Background: an optimization exercise with open tools, aiming at a short achievable clock period and few clock cycles. Do not read the settings as production practice.
In this exercise RTL edits were held to simulation tests only and were not proved equivalent to the original.
No activity file was given, so power comes from the tool's default toggle rates.

$ cat flow/config.mk
export PLATFORM = sky130hd
export DESIGN_NAME = opc6cpu
export DESIGN_NICKNAME = opc6cpu
export VERILOG_FILES = /design/flow/design.v
export SDC_FILE = /design/flow/constraint.sdc
export NUM_CORES = 4
export LEC_CHECK = 0
export CAP_MARGIN = 20
export CORE_MARGIN = 2
export CORE_UTILIZATION = 40
export SLEW_MARGIN = 20
$ cat flow/constraint.sdc
create_clock -name core_clock -period 8.0 [get_ports {clk}]
set_input_delay 1.6000 -clock core_clock [delete_from_list [all_inputs] [get_ports {clk}]]
set_output_delay 1.6000 -clock core_clock [all_outputs]
set_load 0.01 [all_outputs]
$ cat flow/design.v
module opc6cpu(
    input[15:0] din,             
    input clk,
    input reset_b,
    input[1:0] int_b,            
    input clken,                 
    output vpa,
    output vda,
    output vio,
    output[15:0] dout,           
    output[15:0] address,        
    output rnw);                 
    parameter MOV=5'h0,AND=5'h1,OR=5'h2,XOR=5'h3,ADD=5'h4,ADC=5'h5,STO=5'h6,LD=5'h7,ROR=5'h8,JSR=5'h9,SUB=5'hA,SBC=5'hB,INC=5'hC,LSR=5'hD,DEC=5'hE,ASR=5'hF;
    parameter HLT=5'h10,BSWP=5'h11,PPSR=5'h12,GPSR=5'h13,RTI=5'h14,NOT=5'h15,OUT=5'h16,IN=5'h17,PUSH=5'h18,POP=5'h19,CMP=5'h1A,CMPC=5'h1B;
    parameter FET0=3'h0,FET1=3'h1,EAD=3'h2,RDM=3'h3,EXEC=3'h4,WRM=3'h5,INT=3'h6;
    parameter EI=3,S=2,C=1,Z=0,IRLEN=12,IRLD=16,IRSTO=17,IRNPRED=18,IRWBK=19,INT_VECTOR0=16'h0002,INT_VECTOR1=16'h0004;
    parameter P0=15,P1=14,P2=13;
    reg [15:0] OR_q;
    reg [15:0] PC_q;
    reg [15:0] PCI_q;
    reg [15:0] result;
    reg [19:0] IR_q;
    reg [15:0] RF_q[14:1];
    reg [2:0]  FSM_q;
    reg [3:0]  swiid;
    reg [3:0]  PSRI_q;
    reg [7:0]  PSR_q;
    reg        zero,carry,sign,enable_int;
    reg        pred_q;
    wire [4:0]  op            = {IR_q[IRNPRED],IR_q[11:8]};
    wire [4:0]  op_d          = { (din[15:13]==3'b001),din[11:8] };
    wire        pred_d        = (din[15:13]==3'b001) || (din[P2] ^ (din[P1] ? (din[P0] ? sign : zero): (din[P0] ? carry : 1)));
    wire        pred_din      = (din[15:13]==3'b001) || (din[P2] ^ (din[P1] ? (din[P0] ? PSR_q[S]:PSR_q[Z]):(din[P0] ? PSR_q[C]:1)));
    wire [15:0] PC_p1         = PC_q + 16'd1;
    wire [15:0] PC_p2         = PC_q + 16'd2;
    wire [15:0] RF_src        = ((IR_q[7:4]==4'h0)||(IR_q[7:4]==4'hF)) ? 16'h0 : RF_q[IR_q[7:4]];
    wire [15:0] RF_w_p2       = (IR_q[7:4]==4'hF) ? PC_q : RF_src;
    wire [15:0] RF_dout       = (IR_q[3:0]==4'hF) ? PC_q : ((IR_q[3:0]==4'h0) ? 16'h0 : RF_q[IR_q[3:0]]);
    wire [15:0] operand       = (IR_q[IRLEN]||IR_q[IRLD]||(op==INC)||(op==DEC)||(IR_q[IRWBK]))?OR_q:RF_w_p2;
    wire        d_long        = din[IRLEN];
    wire        d_mem         = (din[11:8]==LD[3:0])||(din[11:8]==STO[3:0])||(op_d==PUSH)||(op_d==POP);
    wire [19:0] d_ir          = {(op_d==PUSH)||(op_d==POP),(din[15:13]==3'b001),(din[11:8]==STO[3:0])||(op_d==PUSH),(din[11:8]==LD[3:0])||(op_d==POP),din};
    wire [15:0] d_or          = {16{op_d==PUSH}}^({12'b0,(op_d==DEC)||(op_d==INC)?din[7:4]:{3'b0,(op_d==POP)}});
    wire [15:0] f1_src        = (IR_q[7:4]==4'hF) ? PC_p1 : RF_src;
    wire        f1_mem        = IR_q[IRLD] || IR_q[IRSTO];
    wire [15:0] f1_ea         = ((IR_q[3:0]==4'h0) && !f1_mem) ? din : f1_src + din;
    wire        f1_jsr        = (op==JSR);
    wire        f1_jmp        = f1_jsr || ((op==MOV) && (IR_q[3:0]==4'hF));
    wire        hw_int        = !(&int_b) & PSR_q[EI];
    assign rnw                = !(FSM_q==WRM);
    assign dout               = RF_w_p2;
    assign address            = (FSM_q==WRM||FSM_q==RDM)? ((op==POP)? RF_dout: OR_q)  : PC_q;
    assign vpa                = (FSM_q==FET0)||(FSM_q==FET1)||(FSM_q==EXEC);
    assign vda                = ((FSM_q==RDM)||(FSM_q==WRM)) & !((op==IN)||(op==OUT));
    assign vio                = ((FSM_q==RDM)||(FSM_q==WRM)) & ((op==IN)||(op==OUT));
    always @( * ) begin
        case (op)
            AND,OR               :{carry,result} = {PSR_q[C],(IR_q[8])?(RF_dout & operand):(RF_dout | operand)};
            ADD,ADC,INC          :{carry,result} = RF_dout + operand + (IR_q[8] & PSR_q[C]);
            SUB,SBC,CMP,CMPC,DEC :{carry,result} = RF_dout + (operand ^ 16'hFFFF) + ((IR_q[8])?PSR_q[C]:1);
            XOR,GPSR             :{carry,result} = (IR_q[IRNPRED])?{PSR_q[C],8'b0,PSR_q}:{PSR_q[C],RF_dout ^ operand};
            NOT,BSWP             :{result,carry} = (IR_q[10])? {~operand,PSR_q[C]} : {operand[7:0],operand[15:8],PSR_q[C]};
            ROR,ASR,LSR          :{result,carry} = {(IR_q[10]==0)?PSR_q[C]:(IR_q[8]==1)?operand[15]:1'b0,operand};
            default              :{carry,result} = {PSR_q[C],operand} ;
        endcase
        {swiid,enable_int,sign,carry,zero} = (op==PPSR)?operand[7:0]:(IR_q[3:0]!=4'hF)?{PSR_q[7:3],result[15],carry,!(|result)}:PSR_q;
    end
    always @(posedge clk)
        if (clken) begin
            if (!reset_b)
                {PC_q,PCI_q,PSRI_q,PSR_q,FSM_q} <= 0;
            else begin
                case (FSM_q)
                    FET0: begin
                        IR_q <= d_ir;
                        OR_q <= d_or;
                        pred_q <= pred_din;
                        if (d_long && !pred_din) begin
                            PC_q  <= PC_p2;
                            FSM_q <= FET0;
                        end else begin
                            PC_q  <= PC_p1;
                            FSM_q <= d_long ? FET1 : (!pred_din) ? FET0 : d_mem ? EAD : EXEC;
                        end
                    end
                    FET1: begin
                        OR_q <= f1_ea;
                        PC_q <= PC_p1;
                        if (!pred_q)
                            FSM_q <= FET0;
                        else if (IR_q[IRLD]) begin
                            FSM_q <= RDM;
                            IR_q[7:0] <= {IR_q[3:0],IR_q[7:4]};
                        end else if (IR_q[IRSTO]) begin
                            FSM_q <= WRM;
                            IR_q[7:0] <= {IR_q[3:0],IR_q[7:4]};
                        end else if (f1_jmp) begin
                            PC_q  <= f1_ea;
                            FSM_q <= hw_int ? INT : FET0;
                            if (f1_jsr) begin
                                if ((IR_q[3:0]!=4'h0) && (IR_q[3:0]!=4'hF))
                                    RF_q[IR_q[3:0]] <= PC_p1;
                                if (IR_q[3:0]!=4'hF)
                                    PSR_q[S:Z] <= {f1_ea[15],PSR_q[C],!(|f1_ea)};
                            end
                        end else
                            FSM_q <= EXEC;
                    end
                    EAD: begin
                        OR_q <= RF_w_p2 + OR_q;
                        FSM_q <= (IR_q[IRLD]) ? RDM : (IR_q[IRSTO]) ? WRM : EXEC;
                        if (IR_q[IRLD]||IR_q[IRSTO])
                            IR_q[7:0] <= {IR_q[3:0],IR_q[7:4]};
                    end
                    RDM: begin
                        OR_q <= din;
                        FSM_q <= EXEC;
                        if (IR_q[IRWBK] && (IR_q[3:0]!=4'h0) && (IR_q[3:0]!=4'hF))
                            RF_q[IR_q[3:0]] <= result;
                        IR_q[7:0] <= {IR_q[3:0],IR_q[7:4]};
                    end
                    EXEC: begin
                        IR_q <= d_ir;
                        OR_q <= d_or;
                        pred_q <= pred_d;
                        PSR_q <= (op==RTI)?{4'b0,PSRI_q}:{swiid,enable_int,sign,carry,zero};
                        if (!((op==CMP)||(op==CMPC)) && (IR_q[3:0]!=4'h0) && (IR_q[3:0]!=4'hF))
                            RF_q[IR_q[3:0]] <= (op==JSR)? PC_q : result;
                        if (hw_int || ((op==PPSR) && (|swiid))) begin
                            FSM_q <= INT;
                            PC_q <= (op==RTI)?PCI_q: ((IR_q[3:0]==4'hF)||(op==JSR))?result:PC_q;
                        end else if ((IR_q[3:0]==4'hF)||(op==JSR)) begin
                            FSM_q <= FET0;
                            PC_q <= (op==RTI)?PCI_q:result;
                        end else if (op==RTI) begin
                            PC_q <= PCI_q;
                            FSM_q <= d_long ? FET1 : (!pred_d) ? FET0 : d_mem ? EAD : EXEC;
                        end else if (d_long && !pred_d) begin
                            PC_q <= PC_p2;
                            FSM_q <= FET0;
                        end else begin
                            PC_q <= PC_p1;
                            FSM_q <= d_long ? FET1 : (!pred_d) ? FET0 : d_mem ? EAD : EXEC;
                        end
                    end
                    WRM: begin
                        FSM_q <= hw_int ? INT : FET0;
                        if (IR_q[IRWBK] && (IR_q[3:0]!=4'h0) && (IR_q[3:0]!=4'hF))
                            RF_q[IR_q[3:0]] <= result;
                    end
                    INT: begin
                        {PC_q,PCI_q,PSRI_q,PSR_q[EI]} <= {(!int_b[1])?INT_VECTOR1:INT_VECTOR0,PC_q,PSR_q[3:0],1'b0};
                        FSM_q <= FET0;
                    end
                    default: FSM_q <= FET0;
                endcase
            end
        end
endmodule
$ cat flow/run.sh
#!/bin/bash
# synth_recipe.tcl (not shown) runs the flow's synth.tcl, then flattens the netlist and writes it again
# the make line also repeats each setting of config.mk as NAME=value (left out here)
make -C /OpenROAD-flow-scripts/flow DESIGN_CONFIG=/design/flow/config.mk WORK_HOME=/design/flow/orfs CLKGATE_MAP_FILE= SYNTH_SCRIPT=/design/flow/synth_recipe.tcl finish
==> results.toml, run 1 <==
[synth]
ys_top_cells_by_count = "305 x edfxtp_1, 240 x nand2_1, 217 x nor2_1"
ys_seq_elements = 313
synth_top_area_share_pct = 38.8
synth_enable_flop_cells = 305
synth_area_mm2 = 0.0236
synth.area.top_cells = "edfxtp_1 39%, mux4_2 5.3%, mux2i_1 5.0%"
synth_cell_types = 100
synth_ff_type = "edfxtp_1"
yosysSeqAreaShare_pct = 39.5
synth_most_common_cell = "edfxtp_1"
synth_cells = 2483
synth.yosys.warnings = 1
synthArstFlopShare_pct = 0
synth_nets = 2590
yosys.area.top_type = "edfxtp_1"
synth_area_per_cell_um2 = 9.50

[drt]
drt-initial-drc-count = 2414
first_pass_iters = 6
vias = 22001
wl_per_cell_um = 32.4
drtAntennaViolNets = 0
route.detailed.drc = 0
routed_wl_um = 108000
avgViaCountPerCell = 6.60

[power_and_ir_drop]
peakVddDrop_mv = 0.183
p_leak_nw = 9.79
powerDensity_mw_per_mm2 = 206

[timing]
clock.fmax_mhz = 132
tightest_slew_ns = 1.16
setup-tns-final_ns = 0
worst_slack_ns = 0.442
slew_headroom_pct = 22.4
skew_ns = 0.0328
setup_viol = 0
hold_violations = 0
period_share_pct = 94.5
finalMaxSlewViolations = 0
holdWs_ns = 0.601
rsz0062_at_grt = "no"
final.min_clock_period_ns = 7.56

[floorplan]
dieWidth_um = 247
fp.dieArea_mm2 = 0.0610
core-area_mm2 = 0.0587
start_util_pct = 40.2
die_height_um = 247
row_count = 89
ios = 57

[hold_path]
hold_path_class = "reg -> reg"

[final_layout]
layout-drive-gt1-share_pct = 13.8
area_delta_synth_final_pct = 12.8
nets = 2641
fillers = 5709
fin_util_pct = 45.4

[clock_tree]
clkSinkCount = 313
path_clk_slew_ns = 0.07
cts_max_level = 2
clock_latency_ns = 0.57
cts_root_buf = "clkbuf_16"
clock_path_buffers = 3
cts_tree = "done"
numCtsBuffers = 36

[global_route]
grt_first_pass_wirelength_um = 153000
grt_start_max_net_pins = 53
grt_util_all_layers_pct = 35.2
grt_pass1_vias = 20965
antenna_found_initial = 5
grt-ovfl-total = 0

[setup_path]
critPathArrivalTime_ns = 7.89
crit_type = "reg -> reg"
critPathMaxFanout = 39
critPathRequiredTime_ns = 8.33
cp-end-kind = "flip-flop"
start_kind = "flip-flop"

[place]
place_congestion = 1.02
io_buffers = 56
dp_hpwl_um = 81300
pre_cts_slack_ns = 0.504

[status]
status = "no timing/DRC/antenna violations"

[run]
max_cap_viol_count = 0
placed cells by master (no fill, tap or decap), types with 26 or more instances in the layout:
cell	n
mux4_2	56
a31oi_1	27
nand2_1	240
a22oi_1	28
o21ai_0	192
clkdlybuf4s50_1	56
o211ai_1	28
nor3_1	58
a21oi_1	175
nand3_1	55
mux2i_1	119
clkbuf_16	37
inv_1	86
a211oi_1	27
xnor2_1	35
ha_1	81
nand2b_1	39
and2_1	31
nor2_1	205
buf_4	140
o22ai_1	52
edfxtp_1	305
xor2_1	26
per-stage QoR:
stage	area, µm²	total power, mW	cells
2_1_floorplan	23600	3.06	2483
3_3_place_gp	25500	3.82	3267
3_5_place_dp	25500	3.82	3267
4_1_cts	26600	5.42	3331
5_1_grt	26600	5.67	3333
6_report	26600	5.49	3336
worst max-delay path, cell delays in order, from the launching register on:
cell and delay [ns]:
dfxtp_4 0.75, buf_4 0.40, mux2_1 0.36, o211a_1 0.20
o21ai_1 0.24, o211ai_2 0.37, o21bai_2 0.56, inv_1 0.10
ha_1 0.45, or3_1 0.44, or2_2 0.29, o32ai_1 0.37
o21ba_2 0.29, mux2i_1 0.22, o21ai_0 0.14, o32a_1 0.43
nor3_2 0.27, nand4b_2 0.21, nor2_2 0.24, mux4_2 0.53
o21a_1 0.18, o221a_1 0.25
state kept, by name, indices dropped and copies added (netlist names), named ones only:
register	flops
PC_q	16
RF_q	224
OR_q	16
PSRI_q	4
pred_q	1
PSR_q	8
PCI_q	16
FSM_q	3
IR_q	17
timing repair:
item | 4_1_cts | 5_1_grt
gates resized for setup | 0 | 1
endpoints found under the setup margin | 0 | 1
hold buffers | 0 | 0
setup buffers | 0 | 0
layout make-up:
| type | instances | area (µm²) | share of cell area [%] |
|---|---|---|---|
| clock inverters | 23 | 175 | 0.658 |
| multi-input cells | 1897 | 13200 | 49.6 |
| inverters | 87 | 327 | 1.23 |
| diodes | 3 | 7.51 | 0.0282 |
| well taps | 773 | 967 | 3.63 |
| clock buffers | 41 | 941 | 3.53 |
| repair buffers | 199 | 1660 | 6.22 |
| flip-flops and latches | 313 | 9340 | 35.1 |
report_power, final:
group	internal, mW	total, mW	leakage (nW)	switching, mW
clock	0.911	1.61	0.535	0.698
sequential	1.89	1.98	2.87	0.0969
combinational	0.662	1.90	6.38	1.24
total	3.46	5.49	9.79	2.03
metal layers:
layer,part of all wire (%),track usage [%],vias up
li1,-,-,9505
met1,37,42.4,10780
met2,46,57.0,1330
met3,8.8,7.09,384
met4,8.3,23.7,2
met5,0.013,0,-
logic make-up (layout without fill, tap and decap cells):
group / after synthesis / in the layout / share of synthesized area [%]
simple gates: 801 / 801 / 16.3
fa+ha+maj: 86 / 86 / 4.72
mux: 205 / 205 / 11.8
buf+inv: 273 / 350 / 4.88
other cells: 0 / 3 / 0
flops: 313 / 313 / 39.5
compound gates: 743 / 743 / 20.5
xor+xnor: 62 / 62 / 2.30
final timing paths:
path	from	endpoint	slack (ns)	depth (start not counted)
worst min register to register	PSRI_q[3]	PSR_q[3]	0.60	2
worst max-delay path	flip-flop	PC_q[0]	0.44	21
worst min-delay path	PSRI_q[3]	PSR_q[3]	0.60	2
worst max register to register	flip-flop	PC_q[0]	0.44	21
Testbench counts, summed over its fixed seeds: cycles 116,086.
==> run 2: changes to the inputs <==
--- a/flow/config.mk
+++ b/flow/config.mk
@@ -8,4 +8,5 @@
 export CAP_MARGIN = 20
 export CORE_MARGIN = 2
 export CORE_UTILIZATION = 40
+export SETUP_SLACK_MARGIN = 3.5
 export SLEW_MARGIN = 20
==> run 2 against run 1 <==
  * Die area unchanged
  * Via count up 12%
  * Flip-flop and latch count unchanged
  * Combinational power up 56%
  * Sequential power about the same
  * Maximum frequency up 21%
  * Utilization up 10 points
  * Area after synthesis unchanged
  * Wire length up 12%
==> results.toml, run 2 <==
[synth]
synth_most_common_cell = "edfxtp_1"
synth_cell_types = 100
yosysSeqAreaShare_pct = 39.5
synth_top_area_share_pct = 38.8
ys_seq_elements = 313
yosys.area.top_type = "edfxtp_1"
synth_nets = 2590
synth_enable_flop_cells = 305
synth_ff_type = "edfxtp_1"
synth_cells = 2483
synthArstFlopShare_pct = 0
synth_area_per_cell_um2 = 9.50
synth.yosys.warnings = 1
synth_area_mm2 = 0.0236
ys_top_cells_by_count = "305 x edfxtp_1, 240 x nand2_1, 217 x nor2_1"
synth.area.top_cells = "edfxtp_1 39%, mux4_2 5.3%, mux2i_1 5.0%"

[drt]
first_pass_iters = 8
wl_met3_um = 15000
met1_length_um = 41900
wl_met2_um = 51600
avgViaCountPerCell = 6.80
drtAntennaViolNets = 0
wl_per_cell_um = 33.2
routed_wl_um = 121000
highest_layer = "met5"
drt-initial-drc-count = 3551
route.detailed.drc = 0
vias = 24707

[status]
status = "no timing/DRC/antenna violations"

[floorplan]
core-area_mm2 = 0.0587
fp.dieArea_mm2 = 0.0610
row_count = 89
start_util_pct = 40.2
dieWidth_um = 247
die_height_um = 247
ios = 57

[timing]
finalMaxSlewViolations = 0
tightest_slew_ns = 1.21
final.min_clock_period_ns = 6.27
setup_viol = 0
setup-tns-final_ns = 0
skew_ns = 0.0221
rsz0062_at_grt = "yes"
slew_headroom_pct = 19.0
hold_violations = 0
holdWs_ns = 0.597
clock.fmax_mhz = 159
period_share_pct = 78.4

[power_and_ir_drop]
seq_power_share_pct = 29.1
power.share.clock_pct = 26.5
switching_share_pct = 37.5
power_frac_comb_pct = 44.4
powerDensity_mw_per_mm2 = 206
internal_power_mw = 4.17
power.switching_mw = 2.51
p_leak_nw = 12.2
peakVddDrop_mv = 0.278

[clock_tree]
cts_max_level = 2
numCtsBuffers = 37
cts_root_buf = "clkbuf_16"
ctsHoldBuffers = 0
path_clk_slew_ns = 0.06
cts_tree = "done"
clock_path_buffers = 3
clkSinkCount = 313
clock_latency_ns = 0.59

[global_route]
antenna_found_initial = 9
grt_pass1_vias = 22885
grt_start_max_net_pins = 54
grt-ovfl-total = 0
grt_first_pass_wirelength_um = 167000
grt_util_all_layers_pct = 38.5

[setup_path]
crit_type = "reg -> reg"
critPathLaunch = "IR_q[6]"
critPathMaxFanout = 23
critPathArrivalTime_ns = 6.60
start_kind = "flip-flop"
rr_startpoint = "IR_q[6]"
critPathRequiredTime_ns = 8.33
cp-end-kind = "flip-flop"

[place]
dp_hpwl_um = 78500
io_buffers = 56
place_congestion = 1.11

[final_layout]
largest_reg_flops = 224
area_delta_synth_final_pct = 37.7
layout_commonest_cell = "edfxtp_1"
fillers = 4980
layout-drive-gt1-share_pct = 35.5
layout_common_cells = "305 x edfxtp_1, 280 x buf_4, 228 x nand2_1"
nets = 2939

[hold_path]
worstHoldStart = "PSRI_q[3]"
hold_path_class = "reg -> reg"

[run]
max_cap_viol_count = 0
[run 2: cell counts after synthesis]
No cell type changed its count.
[run 2: through the flow]
step / worst slack, ns / util, % / std cells / instance area (µm²) / power (mW)
floorplan: 2.36 / - / 2483 / 23900 / 3.10
global placement: 0.510 / 43.4 / 3241 / 25500 / 3.82
detailed placement: 0.394 / 43.4 / 3241 / 25500 / 3.83
CTS: 1.81 / 51.9 / 3519 / 30500 / 6.15
global route: 1.61 / 55.4 / 3634 / 32500 / 6.82
finish: 1.73 / 55.4 / 3636 / 32500 / 6.68
[run 2: cell type report]
cell class | instances | area (µm²) | share of cell area (%)
antenna | 5 | 12.5 | 0.0385
clock buffer | 41 | 951 | 2.93
clock inverter | 24 | 299 | 0.920
inverter | 87 | 349 | 1.07
multi-input combinational | 1900 | 15700 | 48.3
sequential | 313 | 9340 | 28.8
tap | 773 | 967 | 2.98
timing repair buffer | 493 | 4870 | 15.0
[run 2: what timing repair did]
item,in CTS,in global routing
pin swaps,122,130
gates resized for setup,547,252
buffers inserted,198,106
endpoints found under the setup margin,516,476
gates cloned,15,6
[run 2: final timing paths]
check	endpoint	slack (ns)	cells past startpoint
worst min-delay path	PSR_q[3]	0.60	2
worst min register to register	PSR_q[3]	0.60	2
worst max register to register	PC_q[0]	1.73	21
worst max-delay path	PC_q[0]	1.73	21
[run 2: logic make-up after synthesis]
logic type / synth area share [%]
compound gates: 20.5
xor+xnor: 2.30
fa+ha+maj: 4.72
buf+inv: 4.88
flops: 39.5
mux: 11.8
simple gates: 16.3
[run 2: layer usage]
metal  vias to the layer above  track usage [%]
met5                         -                0
met4                         6             32.6
met3                       635             12.9
met2                      2029             56.5
met1                     11891             45.4
li1                      10146                -
[run 2: power by group through the flow]
stage / sequential (mW) / clock, mW / combinational [mW]
finish: 1.95 / 1.77 / 2.97
global route: 1.95 / 1.83 / 3.04
CTS: 1.94 / 1.77 / 2.43
detailed placement: 2.01 / 0 / 1.82
global placement: 2.01 / 0 / 1.80
floorplan: 1.94 / 0 / 1.16
[run 2: critical path, stage by stage (launching register included)]
cell	delay (ns)
edfxtp_1	0.49
buf_4	0.19
and4_4	0.19
buf_6	0.19
nor2_1	0.27
nand2_1	0.22
o31ai_4	0.57
inv_1	0.31
ha_1	0.31
a221oi_2	0.43
o21ai_4	0.12
a211oi_2	0.19
buf_4	0.18
o21ai_2	0.09
and3_1	0.25
or4_1	0.52
o211ai_1	0.21
and3_4	0.30
nand2_1	0.06
mux4_2	0.46
o21a_1	0.18
o221a_1	0.25

==> afterwards: timing with drivers on the ports <==
How much do the figures lean on ideal ports? The routed layouts below were timed once more, with nothing changed but the port constraints. Step 1 (the two cells are an assumption about what drives the block):
set clk [get_ports {clk}]
set_driving_cell -lib_cell sky130_fd_sc_hd__clkbuf_16 $clk
set_driving_cell -lib_cell sky130_fd_sc_hd__buf_2 [delete_from_list [all_inputs] $clk]
Step 2 adds t to the input delays and takes it off the output delays; t is the mean of the earliest and latest rising clock arrival at the registers after step 1. Input paths then give back, and output paths get back, about the clock's delay inside the block. Three values: ideal ports, drivers, drivers and shift; two values: the first two.
run | shift t [ns] | setup WS [ns] | worst setup path at the end
run 1 | 0.611 | 0.442 / 0.442 / 0.442 | register to register
run 2 | 0.639 | 1.728 / 1.728 / 1.728 | register to register
After both steps every run listed still meets setup and hold.
